From an optimization exercise on the open Yosys and OpenROAD flow, aimed at small area and a short achievable clock period; shortcuts taken in it are not production practice.
At most, simulation tests tie the RTL to the original design; equivalence was not proved.

main:
Design MatMul4x4_FP16, start of the top module:
module MatMul4x4_FP16 (
    input clk,
    input rst,
    input [255:0] A,
    input [255:0] B,
    output [511:0] C
);
Size in the first run: roughly 510 flip-flops, ~120000 um^2 of cells after synthesis.
clock: 8.0 ns
lec_check: 0
cap_margin: 20
core_margin: 2
core_utilization: 40
setup_slack_margin: 1.5
slew_margin: 20
synth_hierarchical: 1
synth_minimum_keep_size: 0
standard.sh (not shown) runs the stock make flow with config.mk's settings and CLKGATE_MAP_FILE= SYNTH_SCRIPT=/design/flow/synth_recipe.tcl, a recipe that flattens the netlist after the stock synthesis.
==> flow/flow/run.sh <==
#!/bin/bash
# Own layout flow: the standard ORFS flow (standard.sh), with the port
# buffers that buffer_ports inserts made plain sky130 buffers (buf_1, which
# repair_design/repair_timing may then upsize) instead of the default
# clkdlybuf4s50_1 delay cells. Everything else is the standard flow.
set -euo pipefail
cd "$(dirname "$0")/.."
export BUFFER_PORTS_ARGS="-buffer_cell sky130_fd_sc_hd__buf_1"
if [[ -f flow/extra.env ]]; then
  set -a; source flow/extra.env; set +a
fi
bash standard.sh finish > flow_standard.log 2>&1
The flow did not stop early for main: all stages ran, and the layout cleared the timing, design-rule and antenna checks.
Setup changes, main to the feature branch
==> flow/run.sh (new file) <==
#!/bin/bash
# synth_recipe.tcl (not shown) runs the flow's synth.tcl, then flattens the netlist and writes it again
# the make line also repeats each setting of config.mk as NAME=value (left out here)
make -C /OpenROAD-flow-scripts/flow DESIGN_CONFIG=/design/flow/config.mk WORK_HOME=/design/flow/orfs CLKGATE_MAP_FILE= SYNTH_SCRIPT=/design/flow/synth_recipe.tcl finish
removed: flow/flow/run.sh
removed: flow/standard.sh
Cmp main and the feature branch / overall routing resource usage / lower: main
Lower clock buffer count in the final layout was reported by the feature branch, not main.
When the feature branch is set beside main, its area growth from synthesis to layout turns out to be 6.3 points larger.
The feature branch packs its core more tightly than main.
main -> the feature branch: synthesized cell count delta 0, exact match
NOTE: layout buffering overhead excluding clock cells in the feature branch exceeds that of main

* * *

Setup of wip/maple:
Another version of the RTL of MatMul4x4_FP16 (not shown whole).
For scale: about 510 flip-flops, roughly 1,000 I/O pins, about 130,000 um^2 of cells after synthesis.
// MatMul4x4_FP16
module MatMul4x4_FP16 (
    input clk,
    input rst,
    input [255:0] A,
    input [255:0] B,
    output [511:0] C
);
    wire [7:0] one [0:3];
    wire [7:0] two [0:3];
    wire [7:0] neg [0:3];
    reg  [31:0] Cr [0:3][0:3];
    wire [31:0] Cn [0:3][0:3];
    genvar gi, gj;
    generate
        for (gj = 0; gj < 4; gj = gj + 1) begin : g_enc
            booth_enc u_enc (.b(B[(12+gj)*16 +: 16]), .one(one[gj]), .two(two[gj]), .neg(neg[gj]));
        end
        for (gi = 0; gi < 4; gi = gi + 1) begin : g_row
            for (gj = 0; gj < 4; gj = gj + 1) begin : g_col
                wire [15:0] a = A[(gi*4+3)*16 +: 16];
                mac u_mac (.a({a[15], a}), .one(one[gj]), .two(two[gj]), .neg(neg[gj]),
                           .acc(Cr[gi][gj]), .sum(Cn[gi][gj]));
                always @(posedge clk or posedge rst) begin
                    if (rst) Cr[gi][gj] <= 32'd0;
                    else     Cr[gi][gj] <= Cn[gi][gj];
                end
                assign C[(gi*4+gj)*32 +: 32] = Cr[gi][gj];
            end
        end
    endgenerate
endmodule
export LEC_CHECK = 0
export CAP_MARGIN = 20
export CORE_MARGIN = 2
export CORE_UTILIZATION = 40
export SLEW_MARGIN = 20
export SYNTH_HIERARCHICAL = 1
export SYNTH_MINIMUM_KEEP_SIZE = 0
create_clock -name core_clock -period 8.0 [get_ports {clk}]
run.sh (not shown) runs the stock make flow with config.mk's settings and CLKGATE_MAP_FILE= SYNTH_SCRIPT=/design/flow/synth_recipe.tcl, a recipe that flattens the netlist after the stock synthesis.
Stock flow here: none of the scripts above is used.
wip/maple completed every stage of the flow, and the final layout passed the timing, design-rule and antenna checks.
### wip/maple -> wip/ember
# wip/maple
export LEC_CHECK = 0
export CAP_MARGIN = 20
export CORE_MARGIN = 2
export CORE_UTILIZATION = 40
export SLEW_MARGIN = 20
export SYNTH_HIERARCHICAL = 1
export SYNTH_MINIMUM_KEEP_SIZE = 0
create_clock -name core_clock -period 8.0 [get_ports {clk}]
# wip/ember
export LEC_CHECK = 0
export CAP_MARGIN = 20
export CORE_MARGIN = 2
export CORE_UTILIZATION = 40
export SETUP_SLACK_MARGIN = 1.5
export SLEW_MARGIN = 20
export SYNTH_HIERARCHICAL = 1
export SYNTH_MINIMUM_KEEP_SIZE = 0
create_clock -name core_clock -period 8.0 [get_ports {clk}]
Notes after the runs:
Comparing wip/maple and wip/ember, transition time at the pin with the least slew margin is higher on wip/ember.
wip/ember vs wip/maple on total number of vias: wip/ember is the higher one.
Total placed cells including tap cells of wip/ember falls short of that of wip/maple slightly.
Worst-case setup margin in the final layout (higher): wip/ember
Compared with wip/maple, wip/ember improves post-layout minimum cycle time.
Taking wip/maple as the reference, in wip/ember overall die area saw little to no change, pin count of the biggest net entering global routing saw an increase.
Area of all placed cells without fillers went up slightly going from wip/maple to wip/ember.
No run of this note included a check of the RTL's function; only the layout flow was run.

* * *

run A:
MatMul4x4_FP16, a different RTL version from the one above (not shown whole).
Size in the first run: roughly 13000 cells after synthesis, about 1000 I/O pins, about 150000 sq um of cells after synthesis.
==> flow/config.mk <==
export PLATFORM = sky130hd
export DESIGN_NAME = MatMul4x4_FP16
export DESIGN_NICKNAME = MatMul4x4_FP16
export VERILOG_FILES = /design/flow/design.v
export SDC_FILE = /design/flow/constraint.sdc
export NUM_CORES = 4
export LEC_CHECK = 0
export CAP_MARGIN = 20
export CORE_MARGIN = 2
export CORE_UTILIZATION = 50
export SETUP_SLACK_MARGIN = 3.1
export SLEW_MARGIN = 20
export SYNTH_HIERARCHICAL = 1
export SYNTH_MINIMUM_KEEP_SIZE = 0
==> flow/constraint.sdc <==
create_clock -name core_clock -period 8.0 [get_ports {clk}]
set_input_delay 1.6000 -clock core_clock [delete_from_list [all_inputs] [get_ports {clk}]]
set_output_delay 1.6000 -clock core_clock [all_outputs]
set_load 0.01 [all_outputs]
standard.sh (not shown) runs the stock make flow with config.mk's settings and CLKGATE_MAP_FILE= SYNTH_SCRIPT=/design/flow/synth_recipe.tcl, a recipe that flattens the netlist after the stock synthesis.
==> flow/flow/run.sh <==
#!/bin/bash
# Own layout flow: the standard ORFS flow (standard.sh), with
#  - the port buffers that buffer_ports inserts made plain sky130 buffers
#    (buf_1, which repair_design/repair_timing may then upsize) instead of the
#    default clkdlybuf4s50_1 delay cells;
#  - the input port buffers made buf_4 before repair_design
#    (flow/upsize_inputs.tcl, run as ORFS's PRE_RESIZE_TCL hook);
#  - any extra ORFS make variables listed in flow/extra.vars (one NAME=VALUE
#    per line) passed on the make command line.
# Everything else is the standard flow. make's output goes to flow_standard.log.
set -euo pipefail
cd "$(dirname "$0")/.."
export BUFFER_PORTS_ARGS="-buffer_cell sky130_fd_sc_hd__buf_1"
export PRE_RESIZE_TCL="$PWD/flow/upsize_inputs.tcl"
extra=""
if [[ -f flow/extra.vars ]]; then
  while read -r line; do
    [[ -z "$line" || "$line" == \#* ]] && continue
    extra+=" $line"
  done < flow/extra.vars
fi
sed "s|CLKGATE_MAP_FILE= |CLKGATE_MAP_FILE= ${extra} |" standard.sh > standard_extra.sh
cmp -s standard.sh standard_extra.sh && [[ -n "$extra" ]] && { echo "extra make variables not applied" >&2; exit 1; }
bash standard_extra.sh finish > flow_standard.log 2>&1
Other scripts of this flow, unchanged in this note and not shown: flow/flow/extra.vars, flow/flow/upsize_inputs.tcl
Run A closes out successfully: all stages finished, all timing, DRC and antenna checks passed.
The following lists how run B was set up differently from run A:
Settings: changing CORE_UTILIZATION from 50 to 58; setting PLACE_DENSITY to 0.68 for the first time; changing SETUP_SLACK_MARGIN from 3.1 to 2.8.
Run A -> run B: length of routed met2 wiring decreased by a few percent. Changes observed in run B relative to run A: critical path depth climbed 1; weighted congestion at the end of routability-driven global placement climbed 2.2%; wire length of the first global-routing pass dropped 4100 microns; area added between synthesis and finish dropped 2.7 points. Run B gives less worst-case headroom to the max-slew limit than run A did. The die of run B is smaller than the one used in run A. In the flow results for run A and run B, the worst setup slack is smaller on run B.
The following lists how run C was set up differently from run B:
Settings: changing CORE_UTILIZATION from 58 to 50; removing PLACE_DENSITY (formerly 0.68).
==> comparison <==
- Run C | status: complete | timing, DRC, antenna: pass
- Run C vs run B on placeable core area: run C is the higher one.
- Looking only at global-route usage, and setting everything else aside, the higher value of run C and run B goes to run B.
- In run C relative to run B, die span in x had gone up by a little under 10%.
- For run B, the worst setup path endpoint was C[12], unlike run C, where it was Sr[15][17]$_DFF_PP0_.
- Re met3 track demand over resource: run C is 3.2 points down on run B.
- In the flow results for run C and run B, the number of CTS-inserted buffers is smaller on run B.
- Taking run B as the reference point, the insertion delay to the later sink of the worst-skew pair of run C rises by 40 ps.
- Actual transition at the worst max-transition pin: run C vs run B down 51 ps
- In run C relative to run B, well tap count had gone up by more than 10%.
- Run C vs run B, shortest period the worst path allows went down by 28 ps.
- Compared with run B, in run C final-layout clock buffer total higher; initial core utilization lower.

[static timing again, ports no longer ideal]
The flow's constraints put no driver on any port. The routed layouts listed below were extracted and timed again, unchanged, in two steps. Step 1 assumes that a clkbuf_16 drives the clock port and a buf_2 every other input. Step 2 adds t to the input delays and takes it off the output delays; t is the mean of the earliest and latest rising clock arrival at the registers after step 1. Input paths then give back, and output paths get back, about the clock's delay inside the block. a / b / c = ideal / step 1 / step 2; a / b = the first two.
run	t, ns	setup slack, ns	latest minus earliest clock arrival (ns)	worst register clock-pin slew, ns	pins driven straight from the clock port
main	0.926	1.600 / 1.660 / 0.734	0.045 / 0.044	0.07 / 0.07	1
the feature branch	0.936	1.584 / 1.651 / 0.715	0.051 / 0.050	0.07 / 0.07	1
wip/maple	0.894	0.914 / 0.980 / 0.086	0.079 / 0.078	0.07 / 0.07	1
wip/ember	0.918	1.563 / 1.619 / 0.701	0.066 / 0.067	0.07 / 0.07	1
run A	0.933	3.084 / 2.979 / 2.221	0.047 / 0.046	0.07 / 0.07	1
run B	0.898	2.777 / 2.677 / 1.898	0.052 / 0.052	0.08 / 0.08	1
run C	0.946	2.805 / 2.727 / 1.903	0.058 / 0.058	0.07 / 0.07	1
After both steps every run listed still meets setup and hold. For run C, which loses most, drivers alone change the setup slack by -0.078 ns; drivers and shift together by -0.902 ns.
